Context: an optimization exercise on an open-source flow, tuned for small area. The choices shown serve that exercise and are no tape-out recipe.
Function was checked by simulation only, so behaviour that the tests miss may differ from the original.

## P
// decryption_top
module decryption_top #(
    parameter addr_witdth = 8,
    parameter reg_width   = 16,
    parameter MST_DWIDTH  = 32,
    parameter SYS_DWIDTH  = 8
)(
    input                       clk_sys,
    input                       rst_n,
    input  [MST_DWIDTH-1:0]     data_i,
    input                       valid_i,
    output reg                  busy,
    output reg [SYS_DWIDTH-1:0] data_o,
    output                      valid_o,
    input  [addr_witdth-1:0]    addr,
    input                       read,
    input                       write,
    input  [reg_width-1:0]      wdata,
    output [reg_width-1:0]      rdata,
    output                      done,
    output                      error
);
    wire [1:0]  select;
    wire [15:0] caesar_key, scytale_key, zigzag_key;
    decryption_regfile r (
        .clk(clk_sys), .rst_n(rst_n), .addr(addr), .read(read), .write(write),
        .wdata(wdata), .rdata(rdata), .done(done), .error(error), .select(select),
        .caesar_key(caesar_key), .scytale_key(scytale_key), .zigzag_key(zigzag_key));
    assign valid_o = |data_o;
    wire sel_c = (select == 2'd0);
    wire sel_s = (select == 2'd1);
    wire sel_z = (select == 2'd2);
    reg [7:0]  st [0:48];
    reg        act;         
    reg        rx;          
    reg [5:0]  n;           
    reg [5:0]  k;           
    reg [5:0]  ra;          
    reg [5:0]  z;           
    wire       k_neg = k[5] & k[4] & k[3] & k[2];
    wire [5:0] t     = k;
    wire       wr   = valid_i & (~act | (n[1:0] == 2'b00));
    wire       wr_l = wr & (~act | ~(n[5] & n[4]) | sel_c);
    integer s;
    always @(posedge clk_sys) begin
        for (s = 4; s < 49; s = s + 1) st[s] <= st[s-1];
        st[3] <= wr   ? data_i[31:24] : st[2];
        st[2] <= wr_l ? data_i[23:16] : st[1];
        st[1] <= wr_l ? data_i[15:8]  : st[0];
        st[0] <= wr_l ? data_i[7:0]   : st[48];
    end
    wire       z3   = zigzag_key[0];
    wire [5:0] L1   = n - 6'd1;                       
    wire [5:0] h2   = {1'b0, n[5:1]};                 
    wire [5:0] a3   = {2'b00, n[5:2]} + {5'b0, n[1]};  
    wire [5:0] ab3  = L1 - {2'b00, n[5:2]};           
    wire [5:0] zoff = (t[0] | ~z3) ? {1'b0, t[5:1]} : {2'b00, t[5:2]};
    wire [5:0] zbas = t[0] ? (z3 ? a3 : h2) : ((z3 & t[1]) ? ab3 : 6'd0);
  ...
make LEC_CHECK=0 CAP_MARGIN=0 CORE_MARGIN=2 CORE_UTILIZATION=70 PLACE_DENSITY=0.8 SLEW_MARGIN=0 finish   # period 10.0 ns
run.sh (not shown) runs the stock make flow with config.mk's settings and CLKGATE_MAP_FILE= SYNTH_SCRIPT=/design/flow/synth_recipe.tcl, a recipe that flattens the netlist after the stock synthesis.
Modified inputs, Q compared to P
Settings: PLACE_DENSITY removed (was 0.8); CAP_MARGIN changed from 0 to 20; SLEW_MARGIN changed from 0 to 20; CORE_UTILIZATION changed from 70 to 40.
Notes after the runs:
Sort Q and P by sequential share of layout area desc -> top: P
Final area, Q and P: lower on P
Delta (Q minus P): setup slack picked up an extra 120 ps; area growth from synthesis to layout moved up.
Path length in cells of the critical path went up by more than a quarter going from P to Q.
Initial core utilization in Q vs P: down 30 points
> inputs changed (Q -> R)
==> flow/flow/run.sh (new file) <==
#!/bin/bash
# Layout flow: the standard ORFS flow, with two changes.
#  - Synthesis is the standard synthesis (same script, same registers), but the
#    combinational logic is mapped by ABC with an area-oriented script
#    (flow/area.abc) instead of ORFS's speed script.
#  - Port buffers use buf_1 and CTS uses small clock buffers without dummy loads.
# Each tool's output goes to the ORFS logs under orfs/logs; make's own output
# goes to flow_make.log here.
set -euo pipefail
W=$(pwd)

# synthesis core: ORFS synth.tcl with the ABC script swapped
sed -e "s#^\(\s*\)log_cmd abc {\*}\$abc_args#\1set abc_args [lreplace \$abc_args 1 1 $W/flow/area.abc]\n\1log_cmd abc {*}\$abc_args#" \
    "$FLOW_HOME/scripts/synth.tcl" > "$W/flow_synth_core.tcl"
grep -q "flow/area.abc" "$W/flow_synth_core.tcl"
sed -e "s#^source \$::env(SCRIPTS_DIR)/synth.tcl#source $W/flow_synth_core.tcl#" \
    "$W/synth_recipe.tcl" > "$W/flow_synth.tcl"
grep -q "flow_synth_core.tcl" "$W/flow_synth.tcl"

# standard.sh with the synthesis script replaced
sed -e "s#SYNTH_SCRIPT=[^ ]*#SYNTH_SCRIPT=$W/flow_synth.tcl#" "$W/standard.sh" > "$W/flow_standard.sh"
grep -q "flow_synth.tcl" "$W/flow_standard.sh"

export BUFFER_PORTS_ARGS="-buffer_cell sky130_fd_sc_hd__buf_1"
export SYNTH_OPERATIONS_ARGS="-nofsm"
export ADDER_MAP_FILE=""
export CTS_ARGS="-sink_clustering_enable -repair_clock_nets -dont_use_dummy_load -buf_list {sky130_fd_sc_hd__clkbuf_4 sky130_fd_sc_hd__clkbuf_8}"

bash "$W/flow_standard.sh" "${@:-finish}" > "$W/flow_make.log" 2>&1
==> flow/flow/area.abc (new file) <==
strash
&get -n
&st
&dch -f
&nf -R 1000
&put
==> flow/standard.sh (new file) <==
#!/bin/bash
# synth_recipe.tcl (not shown) runs the flow's synth.tcl, then flattens the netlist and writes it again
# the make line also repeats each setting of config.mk as NAME=value (left out here)
make -C /OpenROAD-flow-scripts/flow DESIGN_CONFIG=/design/flow/config.mk WORK_HOME=/design/flow/orfs CLKGATE_MAP_FILE= SYNTH_SCRIPT=/design/flow/synth_recipe.tcl "${@:-finish}"
removed: flow/run.sh
==> summary.txt <==
Looking only at area enclosed by the die boundary, and setting everything else aside, the lower value of Q and R goes to R. R vs Q: arrival time reported for the critical path endpoint down. In the reports for Q and R, the smaller ratio of final minimum period to clock period belongs to R. R against Q: design area dropped about 15%; average wire per standard cell dropped 16%; first-pass GRT wire length dropped 24%; buffering stage count on the worst path with inverters included dropped 4. Lower met2 usage in global routing goes to R over Q.

re-timing with driven ports:
The results above use ideal ports. As a check the final layouts listed here were re-extracted and re-timed, cells and wires unchanged.
Step 1 sets driving cells, clkbuf_16 on the clock port and buf_2 on the other inputs (assumed; they add their load-dependent delay and slew).
Step 2 also shifts input and output timing later by t, the mid clock arrival at the registers, as if the neighbouring blocks saw the same clock.
Slacks: ideal / step 1 / step 2; pairs: ideal / step 1.
| run | shift t [ns] | slack for setup (ns) | worst setup path at the end | worst register clock-pin slew, ns | pins driven straight from the clock port |
|---|---|---|---|---|---|
| P | 0.605 | 0.689 / 0.689 / 0.689 | register to register | 0.07 / 0.07 | 1 |
| Q | 0.637 | 0.809 / 0.809 / 0.809 | register to register | 0.07 / 0.07 | 1 |
| R | 0.643 | 1.172 / 1.172 / 1.172 | register to register | 0.06 / 0.06 | 1 |
After both steps setup and hold are still met in every run listed.
